Context: an optimization exercise on an open-source flow, tuned for a short achievable clock period and few clock cycles. The choices shown serve that exercise and are no tape-out recipe.

==> maple <==
Design Top, start of the top module:
module Top(
input           clk,
input           rst_n,
output  [7:0]   mem_addr,
output  [31:0]  mem_wdata,
output          mem_we,
input   [31:0]  mem_rdata
    );
reg  [7:0]  M;
reg         WE;
reg  [31:0] WD;
assign mem_addr  = M;
assign mem_we    = WE;
assign mem_wdata = WD;
reg  [7:0]  FA;          
reg         MB;          
reg         FF;          
reg         DV;          
reg         DC;          
reg  [31:0] CI;
reg  [7:0]  DPC;
reg         IRv, SKv;
reg  [31:0] IR, SK;
reg  [7:0]  IRpc, SKpc;
reg         Xv, Xalu, Xlw, Xsw, Xbr, Xpred;
reg  [4:0]  Xd;
reg  [31:0] A, B, SD;
reg  [7:0]  Xalt, Xalt1, Xalt2;
reg         A0v, A0p, A1v, A1p;
reg  [31:0] A0i, A1i;
reg  [7:0]  A0g, A1g;
reg         L1v, L2v;
reg  [4:0]  L1d, L2d;
localparam IB = 6;               
localparam NC = 1 << IB;
localparam W  = 48;              
reg  [NC-1:0] CV;
reg  [7-IB:0] CT [0:NC-1];
reg  [31:0]   CD [0:NC-1];
reg           CP [0:NC-1];
reg  [7:0]    CG [0:NC-1];
  ...
==> flow/config.mk <==
export PLATFORM = sky130hd
export DESIGN_NAME = Top
export DESIGN_NICKNAME = Top
export VERILOG_FILES = /design/flow/design.v
export SDC_FILE = /design/flow/constraint.sdc
export NUM_CORES = 4
export LEC_CHECK = 0
export ABC_CLOCK_PERIOD_IN_PS = 2500
export CAP_MARGIN = 20
export CORE_MARGIN = 2
export CORE_UTILIZATION = 40
export PLACE_DENSITY = 0.6
export SLEW_MARGIN = 20
==> flow/constraint.sdc <==
create_clock -name core_clock -period 10.0 [get_ports {clk}]
set_input_delay 2.0000 -clock core_clock [delete_from_list [all_inputs] [get_ports {clk}]]
set_output_delay 2.0000 -clock core_clock [all_outputs]
set_load 0.01 [all_outputs]
standard.sh (not shown) runs the stock make flow with config.mk's settings and CLKGATE_MAP_FILE= SYNTH_SCRIPT=/design/flow/synth_recipe.tcl, a recipe that flattens the netlist after the stock synthesis.
==> flow/flow/run.sh <==
#!/bin/bash
set -euo pipefail
cd "$(dirname "$0")/.."
bash standard.sh SETUP_SLACK_MARGIN=7 finish > flow_make.log 2>&1
==> inputs of onyx, as changes to maple <==
--- a/flow/design.v
+++ b/flow/design.v
@@ -1,5 +1,55 @@
+module ALU(
+input   [31:0]  a,
+input   [31:0]  b,
+output  [31:0]  s
+);
+wire [31:0] p0 = a ^ b;
+wire [31:0] g0 = a & b;
+wire [31:0] g1, p1, g2, p2, g3, p3, g4, p4, g5, p5;
+genvar i;
+generate
+for (i = 0; i < 32; i = i + 1) begin : lvl
+    if (((i >> 0) & 1) == 1) begin : l1c
+        assign g1[i] = g0[i] | (p0[i] & g0[(i >> 1 << 1)]);
+        assign p1[i] = p0[i] & p0[(i >> 1 << 1)];
+    end else begin : l1p
+        assign g1[i] = g0[i];
+        assign p1[i] = p0[i];
+    end
+    if (((i >> 1) & 1) == 1) begin : l2c
+        assign g2[i] = g1[i] | (p1[i] & g1[(i >> 2 << 2) + 1]);
+        assign p2[i] = p1[i] & p1[(i >> 2 << 2) + 1];
+    end else begin : l2p
+        assign g2[i] = g1[i];
+        assign p2[i] = p1[i];
+    end
+    if (((i >> 2) & 1) == 1) begin : l3c
+        assign g3[i] = g2[i] | (p2[i] & g2[(i >> 3 << 3) + 3]);
+        assign p3[i] = p2[i] & p2[(i >> 3 << 3) + 3];
+    end else begin : l3p
+        assign g3[i] = g2[i];
+        assign p3[i] = p2[i];
+    end
+    if (((i >> 3) & 1) == 1) begin : l4c
+        assign g4[i] = g3[i] | (p3[i] & g3[(i >> 4 << 4) + 7]);
+        assign p4[i] = p3[i] & p3[(i >> 4 << 4) + 7];
+    end else begin : l4p
+        assign g4[i] = g3[i];
+        assign p4[i] = p3[i];
+    end
+    if (((i >> 4) & 1) == 1) begin : l5c
+        assign g5[i] = g4[i] | (p4[i] & g4[15]);
+        assign p5[i] = p4[i] & p4[15];
+    end else begin : l5p
+        assign g5[i] = g4[i];
+        assign p5[i] = p4[i];
+    end
+end
+endgenerate
+assign s = p0 ^ {g5[30:0], 1'b0};
+endmodule
 module Register_File(
 input              clk,
 input              rst_n,
 input       [4:0]  ra1,
 input       [4:0]  ra2,
@@ -60,10 +110,14 @@
 reg         A0v, A0p, A1v, A1p;
 reg  [31:0] A0i, A1i;
 reg  [7:0]  A0g, A1g;
 reg         L1v, L2v;
 reg  [4:0]  L1d, L2d;
+reg         Yv;
+reg  [4:0]  Yd;
+reg  [31:0] Yval;
+reg  [7:0]  Mc;
 localparam IB = 6;               
 localparam NC = 1 << IB;
 localparam W  = 48;              
 reg  [NC-1:0] CV;
 reg  [7-IB:0] CT [0:NC-1];
@@ -77,11 +131,12 @@
 reg  [7:0]    RA;                
 reg           MDF;               
 wire [7:0]    pfd  = PF - FA;
 wire          pfbh = (pfd == 8'd0) || pfd[7];    
 wire          pfin = !pfbh && (pfd <= W);
-wire [31:0] sum     = A + B;
+wire [31:0] sum;
+ALU u_add(.a(A), .b(B), .s(sum));
 wire        taken   = ~A[31] & (|A[30:0]);
 wire        flushX  = Xv && Xbr && (taken != Xpred);
 wire        dataopX = Xv && (Xlw || Xsw);
 wire        xwr     = Xv && Xalu;
 wire [31:0] dinst = DC ? CI : mem_rdata;
@@ -107,12 +162,14 @@
 wire [31:0] rf1, rf2;
 wire        x_rs  = xwr && (Xd == rs);
 wire        x_rt  = xwr && (Xd == rt);
 wire        st_rs = (Xv && Xlw && (Xd == rs)) || (L1v && (L1d == rs) && !x_rs);
 wire        st_rt = (Xv && Xlw && (Xd == rt)) || (L1v && (L1d == rt) && !x_rt);
-wire [31:0] v_rs  = x_rs ? sum : ((L2v && L2d == rs) ? mem_rdata : rf1);
-wire [31:0] v_rt  = x_rt ? sum : ((L2v && L2d == rt) ? mem_rdata : rf2);
+wire [31:0] o_rs  = (Yv && Yd == rs) ? Yval : ((L2v && L2d == rs) ? mem_rdata : rf1);
+wire [31:0] o_rt  = (Yv && Yd == rt) ? Yval : ((L2v && L2d == rt) ? mem_rdata : rf2);
+wire [31:0] v_rs  = x_rs ? sum : o_rs;
+wire [31:0] v_rt  = x_rt ? sum : o_rt;
 wire        stall    = IRv && ((use_rs && st_rs) || (use_rt && st_rt));
 wire        consumed = IRv && !stall;
 wire [7:0]  pc1   = IRpc + 8'd1;
 wire        pred  = i_j || (i_br && IR[15]);
 wire [7:0]  btgt  = pc1 + IR[7:0];
@@ -143,33 +200,32 @@
 wire        pfgo   = nfree && pfin && !dataopX;
 wire [7:0]  PFa    = pfgo ? PF + 8'd1 : PF;
 Register_File u_rf(
     .clk(clk), .rst_n(rst_n),
     .ra1(rs), .ra2(rt), .rd1(rf1), .rd2(rf2),
-    .wea(xwr), .waa(Xd), .wda(sum),
+    .wea(Yv), .waa(Yd), .wda(Yval),
     .web(L2v), .wab(L2d), .wdb(mem_rdata)
 );
 always @(posedge clk or negedge rst_n) begin
     if (!rst_n) begin
-        M <= 8'h0; WE <= 1'b0; WD <= 32'h0;
-        FA <= 8'h0; MB <= 1'b0; PF <= 8'h1; RA <= 8'h0; MDF <= 1'b1; RDi <= 32'h0; RDa <= 8'h0; RDv <= 1'b0; RDd <= 1'b0; FF <= 1'b0; DV <= 1'b0; DC <= 1'b0; CI <= 32'h0; DPC <= 8'h0;
+        WE <= 1'b0;
+        FA <= 8'h0; MB <= 1'b1; PF <= 8'h1; RA <= 8'h0; MDF <= 1'b0; RDi <= 32'h0; RDa <= 8'h0; RDv <= 1'b0; RDd <= 1'b0; FF <= 1'b0; DV <= 1'b0; DC <= 1'b0; CI <= 32'h0; DPC <= 8'h0;
         IRv <= 1'b0; SKv <= 1'b0; IR <= 32'h0; SK <= 32'h0; IRpc <= 8'h0; SKpc <= 8'h0;
         Xv <= 1'b0; Xalu <= 1'b0; Xlw <= 1'b0; Xsw <= 1'b0; Xbr <= 1'b0; Xpred <= 1'b0;
         Xd <= 5'h0; A <= 32'h0; B <= 32'h0; SD <= 32'h0; Xalt <= 8'h0; Xalt1 <= 8'h0; Xalt2 <= 8'h0;
         A0v <= 1'b0; A0p <= 1'b0; A1v <= 1'b0; A1p <= 1'b0; A0i <= 32'h0; A1i <= 32'h0; A0g <= 8'h0; A1g <= 8'h0;
-        L1v <= 1'b0; L2v <= 1'b0; L1d <= 5'h0; L2d <= 5'h0;
+        L1v <= 1'b0; L2v <= 1'b0; Yv <= 1'b0; Yd <= 5'h0; Mc <= 8'h0; L1d <= 5'h0; L2d <= 5'h0;
     end else begin
-        M  <= dataopX ? sum[9:2] : (pfgo ? PF : FA_n);
+        Mc <= dataopX ? sum[9:2] : (pfgo ? PF : FA_n);
         MDF <= !dataopX && !pfgo;
-        RA <= M;
+        RA <= Mc;
         RDi <= mem_rdata;
         RDa <= RA;
-        RDv <= FF && !(WE && M == RA);
+        RDv <= FF && !(WE && Mc == RA);
         RDd <= push && !DC;
         PF <= pfbh ? fa1 : PFa;
         WE <= Xv && Xsw;
-        WD <= SD;
         MB <= dataopX;
         FF <= !MB;
         FA  <= FA_n;
         DPC <= FA;
         DV  <= issue && !flushX && !redir_r;
@@ -201,20 +257,23 @@
         Xalt2 <= alt1 + 8'd1;
         A0v <= a0hit; A0i <= CD[a0x]; A0p <= CP[a0x]; A0g <= CG[a0x];
         A1v <= a1hit; A1i <= CD[a1x]; A1p <= CP[a1x]; A1g <= CG[a1x];
         L1v <= Xv && Xlw;
         L1d <= Xd;
-        L2v <= L1v && !(xwr && Xd == L1d);
+        L2v <= L1v;
+        Yv  <= xwr;
+        Yd  <= Xd;
+        Yval <= sum;
         L2d <= L1d;
     end
 end
 genvar g;
 generate
 for (g = 0; g < NC; g = g + 1) begin : cache
     wire fill = RDv && (RDa[IB-1:0] == g);
     wire [7-IB:0] tag_after = fill ? RDa[7:IB] : CT[g];
-    wire inv  = WE && (M[IB-1:0] == g) && (tag_after == M[7:IB]);
+    wire inv  = WE && (Mc[IB-1:0] == g) && (tag_after == Mc[7:IB]);
     always @(posedge clk or negedge rst_n) begin
         if (!rst_n)
             CV[g] <= 1'b0;
         else
             CV[g] <= (CV[g] | fill) & ~inv;
@@ -227,6 +286,10 @@
             CG[g] <= r_tgt;
         end
     end
 end
 endgenerate
+always @(posedge clk) begin
+    WD <= SD;
+    M  <= dataopX ? sum[9:2] : (pfgo ? PF : FA_n);
+end
 endmodule
==> comparison <==
Between maple and onyx, the lower synthesized cell count is in maple (gap about 2%, measured against onyx).
In onyx the area after synthesis is higher than in maple, by about 1.1%.
onyx never finished: it broke off in global routing, error GRT-0232. maple died in global routing.
==> figures <==
| item | maple | onyx |
|---|---|---|
| Number of CTS-inserted buffers | 479 | 522 |
| Post-synth EDFFs | 2624 | 2656 |
| Average instance area after synthesis | 11.3 um^2 | 11.2 um^2 |
| Post-synthesis share of cell area spent on and, or, nand and nor gates | 0.0945 | 0.0952 |
| Number of placed cells counting well taps | 25600 | 26000 |
| Cells after synthesis | 19100 | 19500 |
| Distinct cell type count after synthesis | 109 | 104 |
| Die outline height | 738 um | 742 um |
| Sink Count | 4300 | 4341 |
| Placed standard-cell area | 232000 um^2 | 234000 um^2 |
| Buffers inserted by post-CTS timing repair | 1345 | 1213 |
| #FFs+latches synth | 4300 | 4341 |
| Worst setup timing slack at the placement stage | 2.28 ns | 2.77 ns |
| Share of Yosys cell area claimed by the top area cell type | 0.366 | 0.366 |
| Post-synthesis instance area | 216000 um^2 | 218000 um^2 |
| Status | did not finish | did not finish |
| Last stage reached | global routing | global routing |
| Synth Area in Compound Gates | 0.236 | 0.235 |
| Count of standard-cell rows | 269 | 271 |
| Adder-cell share of the synthesized area | 0.00420 | 0.00441 |
| Die outline width | 738 um | 742 um |
| Post-Syn Nets | 19200 | 19600 |
| Initial cell density of the core | 0.402 | 0.401 |
| FFs w/ async S/R, synth | 0.360 | 0.349 |
No run of this note included a check of the RTL's function; only the layout flow was run.
